Context: an optimization exercise on an open-source flow, tuned for small area and a short achievable clock period. The choices shown serve that exercise and are no tape-out recipe. Only simulation tests tie the RTL to the original design; equivalence was not proved. Power figures rest on the tool's default switching activity, not on a simulated workload.

==> run P <==
==> flow/design.v <==
module ALU_PG (
    input  [15:0] data1,
    input  [15:0] data2,
    input         sub,
    output [15:0] t,
    output [15:0] g,
    output        sum0
);
    wire [15:0] b = data2 ^ {16{sub}};
    wire [15:0] gen = data1 & b;
    assign t    = data1 | b;
    assign g    = {gen[15:1], sub ? t[0] : gen[0]};
    assign sum0 = data1[0] ^ data2[0];
endmodule
module ALU (
    input  [15:0] t,
    input  [15:0] g,
    input         sum0,
    output [15:0] sum,
    output [15:0] and_result,
    output [15:0] or_result
);
    wire [15:0] g1, p1, g2, p2, g3, p3, c;
    genvar i;
    generate
        for (i = 0; i < 16; i = i + 1) begin : l1
            if (i >= 1) begin
                assign g1[i] = g[i] | (t[i] & g[i-1]);
                assign p1[i] = t[i] & t[i-1];
            end else begin
                assign g1[i] = g[i];
                assign p1[i] = t[i];
            end
        end
        for (i = 0; i < 16; i = i + 1) begin : l2
            if (i >= 2) begin
                assign g2[i] = g1[i] | (p1[i] & g1[i-2]);
                assign p2[i] = p1[i] & p1[i-2];
            end else begin
                assign g2[i] = g1[i];
                assign p2[i] = p1[i];
            end
        end
        for (i = 0; i < 16; i = i + 1) begin : l3
            if (i >= 4) begin
                assign g3[i] = g2[i] | (p2[i] & g2[i-4]);
                assign p3[i] = p2[i] & p2[i-4];
            end else begin
                assign g3[i] = g2[i];
                assign p3[i] = p2[i];
            end
        end
        for (i = 0; i < 16; i = i + 1) begin : l4
            if (i >= 8)
                assign c[i] = g3[i] | (p3[i] & g3[i-8]);
            else
                assign c[i] = g3[i];
        end
    endgenerate
    wire [15:0] p = t & ~g;
    assign sum = {p[15:1] ^ c[14:0], sum0};
    assign and_result = g;
    assign or_result  = t;
endmodule
module Control_Unit (
    input  [3:0] opcode,
    output       mem_read,
    output       mem_write,
    output       reg_write,
    output [1:0] alu_op
);
    assign mem_read  = (opcode == 4'd5);
    assign mem_write = (opcode == 4'd6);
    assign reg_write = (opcode >= 4'd1) && (opcode <= 4'd5);
    assign alu_op    = (opcode == 4'd2) ? 2'd1 :
                       (opcode == 4'd3) ? 2'd2 :
                       (opcode == 4'd4) ? 2'd3 : 2'd0;
endmodule
module Register_File (
    input         clk,
    input         clear,
    input  [3:0]  next_reg1,     
    input  [3:0]  next_reg2,
    input  [15:0] read_sel1,     
    input  [15:0] read_sel2,
    input  [15:0] write_en,      
    input  [15:0] write_data,
    output reg [15:0] next_sel1,
    output reg [15:0] next_sel2,
    output reg [15:0] reg_data1,
    output reg [15:0] reg_data2
);
    reg [15:0] registers [0:15];
    integer i;
    always @(posedge clk) begin
        for (i = 0; i < 16; i = i + 1)
            if (write_en[i] || clear)
                registers[i] <= write_data & {16{~clear}};
    end
    always @(*) begin
        for (i = 0; i < 16; i = i + 1) begin
            next_sel1[i] = next_reg1 == i;
            next_sel2[i] = next_reg2 == i;
        end
    end
    always @(*) begin
        reg_data1 = 16'b0;
        reg_data2 = 16'b0;
        for (i = 0; i < 16; i = i + 1) begin
            reg_data1 = reg_data1 | (registers[i] & {16{read_sel1[i]}});
            reg_data2 = reg_data2 | (registers[i] & {16{read_sel2[i]}});
        end
    end
endmodule
module Hazard_Detection_Unit (
    input        clk,
    input        reset,
    input        id_mem_read,
    input  [3:0] id_rd,
    input  [15:0] instr,
    output reg   stall
);
    always @(posedge clk or posedge reset) begin
        if (reset)
            stall <= 1'b0;
        else if (id_mem_read && (id_rd == instr[11:8] || id_rd == instr[7:4]))
            stall <= 1'b1;
    end
endmodule
module CPU (
    input clk,
    input reset,
    output [15:0] pc,
    input [15:0] instr,
    output [15:0] alu_out,
    output mem_read,
    output mem_write,
    input [15:0] mem_data
);
    wire stall;
    reg  [1:0] after_reset;
    wire       rf_clear = after_reset != 2'd3;
    wire       started  = after_reset != 2'd0;
    reg        ex_sel_sum, ex_sel_and, ex_sel_or, wb_hold;
    reg [15:0] pc_reg;
    reg        id_mem_read, id_mem_write, id_reg_write;
    reg [1:0]  id_alu_op;
    reg        id_sub;
    reg [3:0]  id_ra;
    reg [15:0] id_sel1, id_sel2;   
    reg [15:0] ex_t, ex_g;
    reg        ex_sum0;
    reg        ex_mem_read, ex_reg_write;
    reg [3:0]  ex_rd;
    reg [15:0] wb_result;
    reg        wb_mem_read;
    reg [15:0] wb_we;        
    wire       dec_mem_read, dec_mem_write, dec_reg_write;
    wire [1:0] dec_alu_op;
    wire [15:0] next_sel1, next_sel2;
    wire [15:0] rf_data1, rf_data2, id_t, id_g, alu_sum, alu_and, alu_or;
    wire        id_sum0;
    reg  [15:0] ex_we;
    Control_Unit cu (
        .opcode(instr[15:12]),
        .mem_read(dec_mem_read),
        .mem_write(dec_mem_write),
        .reg_write(dec_reg_write),
        .alu_op(dec_alu_op)
    );
    Hazard_Detection_Unit hdu (
        .clk(clk),
        .reset(reset),
        .id_mem_read(id_mem_read),
        .id_rd(id_ra),
        .instr(instr),
        .stall(stall)
    );
    always @(posedge clk or posedge reset) begin
        if (reset) begin
            after_reset  <= 2'd0;
            pc_reg       <= 16'b0;
            id_mem_read  <= 1'b0;
            id_mem_write <= 1'b0;
        end else begin
            if (rf_clear)
                after_reset <= after_reset + 2'd1;
            pc_reg <= pc_reg + {15'b0, ~stall};
            if (!stall) begin
                id_mem_read  <= dec_mem_read;
                id_mem_write <= dec_mem_write;
            end
        end
    end
    always @(posedge clk) begin
        id_reg_write <= dec_reg_write;
        id_alu_op    <= dec_alu_op;
        id_sub       <= dec_alu_op == 2'd1;
        id_ra        <= instr[11:8];
        id_sel1      <= next_sel1;
        id_sel2      <= next_sel2;
    end
    Register_File rf (
        .clk(clk),
        .clear(rf_clear),
        .next_reg1(instr[11:8]),
        .next_reg2(instr[7:4]),
        .read_sel1(id_sel1),
        .read_sel2(id_sel2),
        .write_en(wb_we),
        .write_data(wb_mem_read ? mem_data : wb_result),
        .next_sel1(next_sel1),
        .next_sel2(next_sel2),
        .reg_data1(rf_data1),
        .reg_data2(rf_data2)
    );
    ALU_PG alu_pg (
        .data1(rf_data1),
        .data2(rf_data2),
        .sub(id_sub),
        .t(id_t),
        .g(id_g),
        .sum0(id_sum0)
    );
    always @(posedge clk) begin
        ex_t         <= id_t;
        ex_g         <= id_g;
        ex_sum0      <= id_sum0;
        ex_mem_read  <= id_mem_read;
        ex_reg_write <= id_reg_write;
        ex_rd        <= id_ra;
    end
    ALU alu (
        .t(ex_t),
        .g(ex_g),
        .sum0(ex_sum0),
        .sum(alu_sum),
        .and_result(alu_and),
        .or_result(alu_or)
    );
    integer i;
    always @(*)
        for (i = 0; i < 16; i = i + 1)
            ex_we[i] = ex_reg_write && ex_rd == i;
    always @(posedge clk or posedge reset) begin
        if (reset) begin
            ex_sel_sum   <= 1'b0;
            ex_sel_and   <= 1'b0;
            ex_sel_or    <= 1'b0;
            wb_hold      <= 1'b0;
            wb_result    <= 16'b0;
        end else begin
            ex_sel_sum   <= started & ~stall & ~id_alu_op[1];
            ex_sel_and   <= started & ~stall & (id_alu_op == 2'd2);
            ex_sel_or    <= started & ~stall & (id_alu_op == 2'd3);
            wb_hold      <= started & stall;
            wb_result    <= (alu_sum & {16{ex_sel_sum}}) | (alu_and & {16{ex_sel_and}})
                          | (alu_or & {16{ex_sel_or}}) | (wb_result & {16{wb_hold}});
        end
    end
    always @(posedge clk) begin
        wb_mem_read <= ex_mem_read;
        wb_we       <= ex_we;
    end
    assign pc       = pc_reg;
    assign alu_out  = wb_result;
    assign mem_read = id_mem_read;
    assign mem_write = id_mem_write;
endmodule
==> flow/flow/run.sh <==
#!/bin/bash
set -euo pipefail
bash standard.sh synth > synth.log 2>&1
bash standard.sh MATCH_CELL_FOOTPRINT=0 \
  "BUFFER_PORTS_ARGS=-buffer_cell sky130_fd_sc_hd__buf_2" \
  "CTS_ARGS=-sink_clustering_enable -repair_clock_nets -buf_list sky130_fd_sc_hd__clkbuf_16 -sink_clustering_size 24 -sink_clustering_max_diameter 80 -dont_use_dummy_load" \
  finish > layout.log 2>&1
==> flow/standard.sh <==
#!/bin/bash
# synth_recipe.tcl (not shown) runs the flow's synth.tcl, then flattens the netlist and writes it again
# the make line also repeats each setting of config.mk as NAME=value (left out here)
make -C /OpenROAD-flow-scripts/flow DESIGN_CONFIG=/design/flow/config.mk WORK_HOME=/design/flow/orfs CLKGATE_MAP_FILE= SYNTH_SCRIPT=/design/flow/synth_recipe.tcl "${@:-finish}"
==> flow/config.mk <==
export PLATFORM = sky130hd
export DESIGN_NAME = CPU
export DESIGN_NICKNAME = CPU
export VERILOG_FILES = /design/flow/design.v
export SDC_FILE = /design/flow/constraint.sdc
export NUM_CORES = 4
export LEC_CHECK = 0
export CAP_MARGIN = 20
export CORE_MARGIN = 2
export CORE_UTILIZATION = 60
export CTS_BUF_LIST = sky130_fd_sc_hd__clkbuf_16
export CTS_CLUSTER_DIAMETER = 80
export CTS_CLUSTER_SIZE = 24
export SETUP_SLACK_MARGIN = 1.8
export SLEW_MARGIN = 20
export TNS_END_PERCENT = 100
==> flow/constraint.sdc <==
create_clock -name core_clock -period 3.5 [get_ports {clk}]
set_input_delay 0.7000 -clock core_clock [delete_from_list [all_inputs] [get_ports {clk}]]
set_output_delay 0.7000 -clock core_clock [all_outputs]
set_load 0.01 [all_outputs]
==> inputs of run C, as changes to run P <==
==> flow/design.v, changed modules only <==
module ALU_PG (
    input  [15:0] data1,
    input  [15:0] data2,
    input         sub,
    output [15:0] p,
    output [15:0] g
);
    wire [15:0] b = data2 ^ {16{sub}};
    assign p = (data1 ^ data2) ^ {16{sub}};
    assign g = {data1[15:1] & b[15:1], (data1[0] & b[0]) | (p[0] & sub)};
endmodule
module ALU (
    input  [15:0] p,
    input  [15:0] g,
    input         sub,
    output [15:0] sum,
    output [15:0] and_result,
    output [15:0] or_result
);
    wire [15:0] g1, p1, g2, p2, g3, p3, c;
    genvar i;
    generate
        for (i = 0; i < 16; i = i + 1) begin : l1
            if (i >= 1) begin
                assign g1[i] = g[i] | (p[i] & g[i-1]);
                assign p1[i] = p[i] & p[i-1];
            end else begin
                assign g1[i] = g[i];
                assign p1[i] = p[i];
            end
        end
        for (i = 0; i < 16; i = i + 1) begin : l2
            if (i >= 2) begin
                assign g2[i] = g1[i] | (p1[i] & g1[i-2]);
                assign p2[i] = p1[i] & p1[i-2];
            end else begin
                assign g2[i] = g1[i];
                assign p2[i] = p1[i];
            end
        end
        for (i = 0; i < 16; i = i + 1) begin : l3
            if (i >= 4) begin
                assign g3[i] = g2[i] | (p2[i] & g2[i-4]);
                assign p3[i] = p2[i] & p2[i-4];
            end else begin
                assign g3[i] = g2[i];
                assign p3[i] = p2[i];
            end
        end
        for (i = 0; i < 16; i = i + 1) begin : l4
            if (i >= 8)
                assign c[i] = g3[i] | (p3[i] & g3[i-8]);
            else
                assign c[i] = g3[i];
        end
    endgenerate
    assign sum = p ^ {c[14:0], sub};
    assign and_result = g;
    assign or_result  = p | g;
endmodule
module CPU (
    input clk,
    input reset,
    output [15:0] pc,
    input [15:0] instr,
    output [15:0] alu_out,
    output mem_read,
    output mem_write,
    input [15:0] mem_data
);
    wire stall;
    reg  [1:0] after_reset;
    wire       rf_clear = after_reset != 2'd3;
    wire       started  = after_reset != 2'd0;
    reg        ex_sel_sum, ex_sel_and, ex_sel_or, wb_hold;
    reg [15:0] pc_reg;
    reg        id_mem_read, id_mem_write, id_reg_write;
    reg [1:0]  id_alu_op;
    reg        id_sub;
    reg [3:0]  id_ra;
    reg [15:0] id_sel1, id_sel2;   
    reg [15:0] ex_p, ex_g;
    reg        ex_sub;
    reg        ex_mem_read, ex_reg_write;
    reg [3:0]  ex_rd;
    reg [15:0] wb_result;
    reg        wb_mem_read;
    reg [15:0] wb_we;        
    wire       dec_mem_read, dec_mem_write, dec_reg_write;
    wire [1:0] dec_alu_op;
    wire [15:0] next_sel1, next_sel2;
    wire [15:0] rf_data1, rf_data2, id_p, id_g, alu_sum, alu_and, alu_or;
    reg  [15:0] ex_we;
    Control_Unit cu (
        .opcode(instr[15:12]),
        .mem_read(dec_mem_read),
        .mem_write(dec_mem_write),
        .reg_write(dec_reg_write),
        .alu_op(dec_alu_op)
    );
    Hazard_Detection_Unit hdu (
        .clk(clk),
        .reset(reset),
        .id_mem_read(id_mem_read),
        .id_rd(id_ra),
        .instr(instr),
        .stall(stall)
    );
    always @(posedge clk or posedge reset) begin
        if (reset) begin
            after_reset  <= 2'd0;
            pc_reg       <= 16'b0;
            id_mem_read  <= 1'b0;
            id_mem_write <= 1'b0;
        end else begin
            if (rf_clear)
                after_reset <= after_reset + 2'd1;
            pc_reg <= pc_reg + {15'b0, ~stall};
            if (!stall) begin
                id_mem_read  <= dec_mem_read;
                id_mem_write <= dec_mem_write;
            end
        end
    end
    always @(posedge clk) begin
        id_reg_write <= dec_reg_write;
        id_alu_op    <= dec_alu_op;
        id_sub       <= dec_alu_op == 2'd1;
        id_ra        <= instr[11:8];
        id_sel1      <= next_sel1;
        id_sel2      <= next_sel2;
    end
    Register_File rf (
        .clk(clk),
        .clear(rf_clear),
        .next_reg1(instr[11:8]),
        .next_reg2(instr[7:4]),
        .read_sel1(id_sel1),
        .read_sel2(id_sel2),
        .write_en(wb_we),
        .write_data(wb_mem_read ? mem_data : wb_result),
        .next_sel1(next_sel1),
        .next_sel2(next_sel2),
        .reg_data1(rf_data1),
        .reg_data2(rf_data2)
    );
    ALU_PG alu_pg (
        .data1(rf_data1),
        .data2(rf_data2),
        .sub(id_sub),
        .p(id_p),
        .g(id_g)
    );
    always @(posedge clk) begin
        ex_p         <= id_p;
        ex_g         <= id_g;
        ex_sub       <= id_sub;
        ex_mem_read  <= id_mem_read;
        ex_reg_write <= id_reg_write;
        ex_rd        <= id_ra;
    end
    ALU alu (
        .p(ex_p),
        .g(ex_g),
        .sub(ex_sub),
        .sum(alu_sum),
        .and_result(alu_and),
        .or_result(alu_or)
    );
    integer i;
    always @(*)
        for (i = 0; i < 16; i = i + 1)
            ex_we[i] = ex_reg_write && ex_rd == i;
    always @(posedge clk or posedge reset) begin
        if (reset) begin
            ex_sel_sum   <= 1'b0;
            ex_sel_and   <= 1'b0;
            ex_sel_or    <= 1'b0;
            wb_hold      <= 1'b0;
            wb_result    <= 16'b0;
        end else begin
            ex_sel_sum   <= started & ~stall & ~id_alu_op[1];
            ex_sel_and   <= started & ~stall & (id_alu_op == 2'd2);
            ex_sel_or    <= started & ~stall & (id_alu_op == 2'd3);
            wb_hold      <= started & stall;
            wb_result    <= (alu_sum & {16{ex_sel_sum}}) | (alu_and & {16{ex_sel_and}})
                          | (alu_or & {16{ex_sel_or}}) | (wb_result & {16{wb_hold}});
        end
    end
    always @(posedge clk) begin
        wb_mem_read <= ex_mem_read;
        wb_we       <= ex_we;
    end
    assign pc       = pc_reg;
    assign alu_out  = wb_result;
    assign mem_read = id_mem_read;
    assign mem_write = id_mem_write;
endmodule
--- a/flow/config.mk
+++ b/flow/config.mk
@@ -11,6 +11,5 @@
 export CTS_BUF_LIST = sky130_fd_sc_hd__clkbuf_16
 export CTS_CLUSTER_DIAMETER = 80
 export CTS_CLUSTER_SIZE = 24
-export SETUP_SLACK_MARGIN = 1.8
+export SETUP_SLACK_MARGIN = 1.5
 export SLEW_MARGIN = 20
-export TNS_END_PERCENT = 100
==> inputs of run B, as changes to run P <==
==> flow/design.v, changed modules only <==
module ALU_PG (
    input  [15:0] data1,
    input  [15:0] data2,
    input         sub,
    output [15:0] p,
    output [15:0] g
);
    wire [15:0] b = data2 ^ {16{sub}};
    assign p = (data1 ^ data2) ^ {16{sub}};
    assign g = {data1[15:1] & b[15:1], (data1[0] & b[0]) | (p[0] & sub)};
endmodule
module ALU (
    input  [15:0] p,
    input  [15:0] g,
    input         sub,
    output [15:0] sum,
    output [15:0] and_result,
    output [15:0] or_result
);
    wire [15:0] g1, p1, g2, p2, g3, p3, c;
    genvar i;
    generate
        for (i = 0; i < 16; i = i + 1) begin : l1
            if (i >= 1) begin
                assign g1[i] = g[i] | (p[i] & g[i-1]);
                assign p1[i] = p[i] & p[i-1];
            end else begin
                assign g1[i] = g[i];
                assign p1[i] = p[i];
            end
        end
        for (i = 0; i < 16; i = i + 1) begin : l2
            if (i >= 2) begin
                assign g2[i] = g1[i] | (p1[i] & g1[i-2]);
                assign p2[i] = p1[i] & p1[i-2];
            end else begin
                assign g2[i] = g1[i];
                assign p2[i] = p1[i];
            end
        end
        for (i = 0; i < 16; i = i + 1) begin : l3
            if (i >= 4) begin
                assign g3[i] = g2[i] | (p2[i] & g2[i-4]);
                assign p3[i] = p2[i] & p2[i-4];
            end else begin
                assign g3[i] = g2[i];
                assign p3[i] = p2[i];
            end
        end
        for (i = 0; i < 16; i = i + 1) begin : l4
            if (i >= 8)
                assign c[i] = g3[i] | (p3[i] & g3[i-8]);
            else
                assign c[i] = g3[i];
        end
    endgenerate
    assign sum = p ^ {c[14:0], sub};
    assign and_result = g;
    assign or_result  = p | g;
endmodule
module CPU (
    input clk,
    input reset,
    output [15:0] pc,
    input [15:0] instr,
    output [15:0] alu_out,
    output mem_read,
    output mem_write,
    input [15:0] mem_data
);
    wire stall;
    reg  [1:0] after_reset;
    wire       rf_clear = after_reset != 2'd3;
    wire       started  = after_reset != 2'd0;
    reg        ex_sel_sum, ex_sel_and, ex_sel_or, wb_hold;
    reg [15:0] pc_reg;
    reg        id_mem_read, id_mem_write, id_reg_write;
    reg [1:0]  id_alu_op;
    reg        id_sub;
    reg [3:0]  id_ra;
    reg [15:0] id_sel1, id_sel2;   
    reg [15:0] ex_p, ex_g;
    reg        ex_sub;
    reg        ex_mem_read, ex_reg_write;
    reg [3:0]  ex_rd;
    reg [15:0] wb_result;
    reg        wb_mem_read;
    reg [15:0] wb_we;        
    wire       dec_mem_read, dec_mem_write, dec_reg_write;
    wire [1:0] dec_alu_op;
    wire [15:0] next_sel1, next_sel2;
    wire [15:0] rf_data1, rf_data2, id_p, id_g, alu_sum, alu_and, alu_or;
    reg  [15:0] ex_we;
    Control_Unit cu (
        .opcode(instr[15:12]),
        .mem_read(dec_mem_read),
        .mem_write(dec_mem_write),
        .reg_write(dec_reg_write),
        .alu_op(dec_alu_op)
    );
    Hazard_Detection_Unit hdu (
        .clk(clk),
        .reset(reset),
        .id_mem_read(id_mem_read),
        .id_rd(id_ra),
        .instr(instr),
        .stall(stall)
    );
    always @(posedge clk or posedge reset) begin
        if (reset) begin
            after_reset  <= 2'd0;
            pc_reg       <= 16'b0;
            id_mem_read  <= 1'b0;
            id_mem_write <= 1'b0;
        end else begin
            if (rf_clear)
                after_reset <= after_reset + 2'd1;
            pc_reg <= pc_reg + {15'b0, ~stall};
            if (!stall) begin
                id_mem_read  <= dec_mem_read;
                id_mem_write <= dec_mem_write;
            end
        end
    end
    always @(posedge clk) begin
        id_reg_write <= dec_reg_write;
        id_alu_op    <= dec_alu_op;
        id_sub       <= dec_alu_op == 2'd1;
        id_ra        <= instr[11:8];
        id_sel1      <= next_sel1;
        id_sel2      <= next_sel2;
    end
    Register_File rf (
        .clk(clk),
        .clear(rf_clear),
        .next_reg1(instr[11:8]),
        .next_reg2(instr[7:4]),
        .read_sel1(id_sel1),
        .read_sel2(id_sel2),
        .write_en(wb_we),
        .write_data(wb_mem_read ? mem_data : wb_result),
        .next_sel1(next_sel1),
        .next_sel2(next_sel2),
        .reg_data1(rf_data1),
        .reg_data2(rf_data2)
    );
    ALU_PG alu_pg (
        .data1(rf_data1),
        .data2(rf_data2),
        .sub(id_sub),
        .p(id_p),
        .g(id_g)
    );
    always @(posedge clk) begin
        ex_p         <= id_p;
        ex_g         <= id_g;
        ex_sub       <= id_sub;
        ex_mem_read  <= id_mem_read;
        ex_reg_write <= id_reg_write;
        ex_rd        <= id_ra;
    end
    ALU alu (
        .p(ex_p),
        .g(ex_g),
        .sub(ex_sub),
        .sum(alu_sum),
        .and_result(alu_and),
        .or_result(alu_or)
    );
    integer i;
    always @(*)
        for (i = 0; i < 16; i = i + 1)
            ex_we[i] = ex_reg_write && ex_rd == i;
    always @(posedge clk or posedge reset) begin
        if (reset) begin
            ex_sel_sum   <= 1'b0;
            ex_sel_and   <= 1'b0;
            ex_sel_or    <= 1'b0;
            wb_hold      <= 1'b0;
            wb_result    <= 16'b0;
        end else begin
            ex_sel_sum   <= started & ~stall & ~id_alu_op[1];
            ex_sel_and   <= started & ~stall & (id_alu_op == 2'd2);
            ex_sel_or    <= started & ~stall & (id_alu_op == 2'd3);
            wb_hold      <= started & stall;
            wb_result    <= (alu_sum & {16{ex_sel_sum}}) | (alu_and & {16{ex_sel_and}})
                          | (alu_or & {16{ex_sel_or}}) | (wb_result & {16{wb_hold}});
        end
    end
    always @(posedge clk) begin
        wb_mem_read <= ex_mem_read;
        wb_we       <= ex_we;
    end
    assign pc       = pc_reg;
    assign alu_out  = wb_result;
    assign mem_read = id_mem_read;
    assign mem_write = id_mem_write;
endmodule
--- a/flow/config.mk
+++ b/flow/config.mk
@@ -11,6 +11,5 @@
 export CTS_BUF_LIST = sky130_fd_sc_hd__clkbuf_16
 export CTS_CLUSTER_DIAMETER = 80
 export CTS_CLUSTER_SIZE = 24
-export SETUP_SLACK_MARGIN = 1.8
+export SETUP_SLACK_MARGIN = 1.6
 export SLEW_MARGIN = 20
-export TNS_END_PERCENT = 100
==> inputs of run D, as changes to run P <==
==> flow/design.v, changed modules only <==
module ALU_PG (
    input  [15:0] data1,
    input  [15:0] data2,
    input         sub,
    output [15:0] p,
    output [15:0] g
);
    wire [15:0] b = data2 ^ {16{sub}};
    assign p = (data1 ^ data2) ^ {16{sub}};
    assign g = {data1[15:1] & b[15:1], (data1[0] & b[0]) | (p[0] & sub)};
endmodule
module ALU (
    input  [15:0] p,
    input  [15:0] g,
    input         sub,
    output [15:0] sum,
    output [15:0] and_result,
    output [15:0] or_result
);
    wire [15:0] g1, p1, g2, p2, g3, p3, c;
    genvar i;
    generate
        for (i = 0; i < 16; i = i + 1) begin : l1
            if (i >= 1) begin
                assign g1[i] = g[i] | (p[i] & g[i-1]);
                assign p1[i] = p[i] & p[i-1];
            end else begin
                assign g1[i] = g[i];
                assign p1[i] = p[i];
            end
        end
        for (i = 0; i < 16; i = i + 1) begin : l2
            if (i >= 2) begin
                assign g2[i] = g1[i] | (p1[i] & g1[i-2]);
                assign p2[i] = p1[i] & p1[i-2];
            end else begin
                assign g2[i] = g1[i];
                assign p2[i] = p1[i];
            end
        end
        for (i = 0; i < 16; i = i + 1) begin : l3
            if (i >= 4) begin
                assign g3[i] = g2[i] | (p2[i] & g2[i-4]);
                assign p3[i] = p2[i] & p2[i-4];
            end else begin
                assign g3[i] = g2[i];
                assign p3[i] = p2[i];
            end
        end
        for (i = 0; i < 16; i = i + 1) begin : l4
            if (i >= 8)
                assign c[i] = g3[i] | (p3[i] & g3[i-8]);
            else
                assign c[i] = g3[i];
        end
    endgenerate
    assign sum = p ^ {c[14:0], sub};
    assign and_result = g;
    assign or_result  = p | g;
endmodule
module CPU (
    input clk,
    input reset,
    output [15:0] pc,
    input [15:0] instr,
    output [15:0] alu_out,
    output mem_read,
    output mem_write,
    input [15:0] mem_data
);
    wire stall;
    reg  [1:0] after_reset;
    wire       rf_clear = after_reset != 2'd3;
    wire       started  = after_reset != 2'd0;
    reg        ex_sel_sum, ex_sel_and, ex_sel_or, wb_hold;
    reg [15:0] pc_reg;
    reg        id_mem_read, id_mem_write, id_reg_write;
    reg [1:0]  id_alu_op;
    reg        id_sub;
    reg [3:0]  id_ra;
    reg [15:0] id_sel1, id_sel2;   
    reg [15:0] ex_p, ex_g;
    reg        ex_sub;
    reg        ex_mem_read, ex_reg_write;
    reg [3:0]  ex_rd;
    reg [15:0] wb_result;
    reg        wb_mem_read;
    reg [15:0] wb_we;        
    wire       dec_mem_read, dec_mem_write, dec_reg_write;
    wire [1:0] dec_alu_op;
    wire [15:0] next_sel1, next_sel2;
    wire [15:0] rf_data1, rf_data2, id_p, id_g, alu_sum, alu_and, alu_or;
    reg  [15:0] ex_we;
    Control_Unit cu (
        .opcode(instr[15:12]),
        .mem_read(dec_mem_read),
        .mem_write(dec_mem_write),
        .reg_write(dec_reg_write),
        .alu_op(dec_alu_op)
    );
    Hazard_Detection_Unit hdu (
        .clk(clk),
        .reset(reset),
        .id_mem_read(id_mem_read),
        .id_rd(id_ra),
        .instr(instr),
        .stall(stall)
    );
    always @(posedge clk or posedge reset) begin
        if (reset) begin
            after_reset  <= 2'd0;
            pc_reg       <= 16'b0;
            id_mem_read  <= 1'b0;
            id_mem_write <= 1'b0;
        end else begin
            if (rf_clear)
                after_reset <= after_reset + 2'd1;
            pc_reg <= pc_reg + {15'b0, ~stall};
            if (!stall) begin
                id_mem_read  <= dec_mem_read;
                id_mem_write <= dec_mem_write;
            end
        end
    end
    always @(posedge clk) begin
        id_reg_write <= dec_reg_write;
        id_alu_op    <= dec_alu_op;
        id_sub       <= dec_alu_op == 2'd1;
        id_ra        <= instr[11:8];
        id_sel1      <= next_sel1;
        id_sel2      <= next_sel2;
    end
    Register_File rf (
        .clk(clk),
        .clear(rf_clear),
        .next_reg1(instr[11:8]),
        .next_reg2(instr[7:4]),
        .read_sel1(id_sel1),
        .read_sel2(id_sel2),
        .write_en(wb_we),
        .write_data(wb_mem_read ? mem_data : wb_result),
        .next_sel1(next_sel1),
        .next_sel2(next_sel2),
        .reg_data1(rf_data1),
        .reg_data2(rf_data2)
    );
    ALU_PG alu_pg (
        .data1(rf_data1),
        .data2(rf_data2),
        .sub(id_sub),
        .p(id_p),
        .g(id_g)
    );
    always @(posedge clk) begin
        ex_p         <= id_p;
        ex_g         <= id_g;
        ex_sub       <= id_sub;
        ex_mem_read  <= id_mem_read;
        ex_reg_write <= id_reg_write;
        ex_rd        <= id_ra;
    end
    ALU alu (
        .p(ex_p),
        .g(ex_g),
        .sub(ex_sub),
        .sum(alu_sum),
        .and_result(alu_and),
        .or_result(alu_or)
    );
    integer i;
    always @(*)
        for (i = 0; i < 16; i = i + 1)
            ex_we[i] = ex_reg_write && ex_rd == i;
    always @(posedge clk or posedge reset) begin
        if (reset) begin
            ex_sel_sum   <= 1'b0;
            ex_sel_and   <= 1'b0;
            ex_sel_or    <= 1'b0;
            wb_hold      <= 1'b0;
            wb_result    <= 16'b0;
        end else begin
            ex_sel_sum   <= started & ~stall & ~id_alu_op[1];
            ex_sel_and   <= started & ~stall & (id_alu_op == 2'd2);
            ex_sel_or    <= started & ~stall & (id_alu_op == 2'd3);
            wb_hold      <= started & stall;
            wb_result    <= (alu_sum & {16{ex_sel_sum}}) | (alu_and & {16{ex_sel_and}})
                          | (alu_or & {16{ex_sel_or}}) | (wb_result & {16{wb_hold}});
        end
    end
    always @(posedge clk) begin
        wb_mem_read <= ex_mem_read;
        wb_we       <= ex_we;
    end
    assign pc       = pc_reg;
    assign alu_out  = wb_result;
    assign mem_read = id_mem_read;
    assign mem_write = id_mem_write;
endmodule
--- a/flow/config.mk
+++ b/flow/config.mk
@@ -11,6 +11,6 @@
 export CTS_BUF_LIST = sky130_fd_sc_hd__clkbuf_16
 export CTS_CLUSTER_DIAMETER = 80
 export CTS_CLUSTER_SIZE = 24
-export SETUP_SLACK_MARGIN = 1.8
+export SETUP_SLACK_MARGIN = 1.6
 export SLEW_MARGIN = 20
-export TNS_END_PERCENT = 100
+export TNS_END_PERCENT = 5
==> summary of the runs <==
In critical path depth, run C and run B do not differ.
In clock power, run D and run P hardly differ.
Of run P and run B, run B has the higher area after synthesis (gap about 0.7%, measured against run B).
Global-route usage: run P > run B > run C > run D.
Final cell count, lowest first: run C, run D, run B, run P.
Non-clock buffer count: run P > run B > run D > run C.

static timing again, ports no longer ideal:
No port has a modelled driver above. Below, the same layouts with a new extraction and two added sets of constraints.
Step 1 (the two cells are an assumption about what drives the block):
set clk [get_ports {clk}]
set_driving_cell -lib_cell sky130_fd_sc_hd__clkbuf_16 $clk
set_driving_cell -lib_cell sky130_fd_sc_hd__buf_2 [delete_from_list [all_inputs] $clk]
Step 2 times the ports against the registers' clock, not the clock port: input delays grow and output delays shrink by t, the midpoint of the rising clock arrivals with the driver on.
a / b / c = ideal ports / drivers / drivers and shift; a / b = the first two.
| run | shift t [ns] | setup slack, ns | hold slack, ns | worst setup path after step 2 | clock arrival spread, ns |
|---|---|---|---|---|---|
| run P | 0.564 | 1.702 / 1.702 / 1.596 | 0.208 / 0.183 / 0.346 | input to register | 0.087 / 0.088 |
| run C | 0.562 | 1.468 / 1.468 / 1.338 | 0.283 / 0.251 / 0.343 | input to register | 0.041 / 0.041 |
| run B | 0.563 | 1.594 / 1.594 / 1.272 | 0.277 / 0.245 / 0.340 | input to register | 0.046 / 0.046 |
| run D | 0.565 | 1.549 / 1.549 / 1.342 | 0.277 / 0.246 / 0.343 | input to register | 0.046 / 0.045 |
After both steps setup and hold are still met in every run listed. For run B, which loses most, drivers alone change the setup slack by 0.000 ns; drivers and shift together by -0.322 ns.
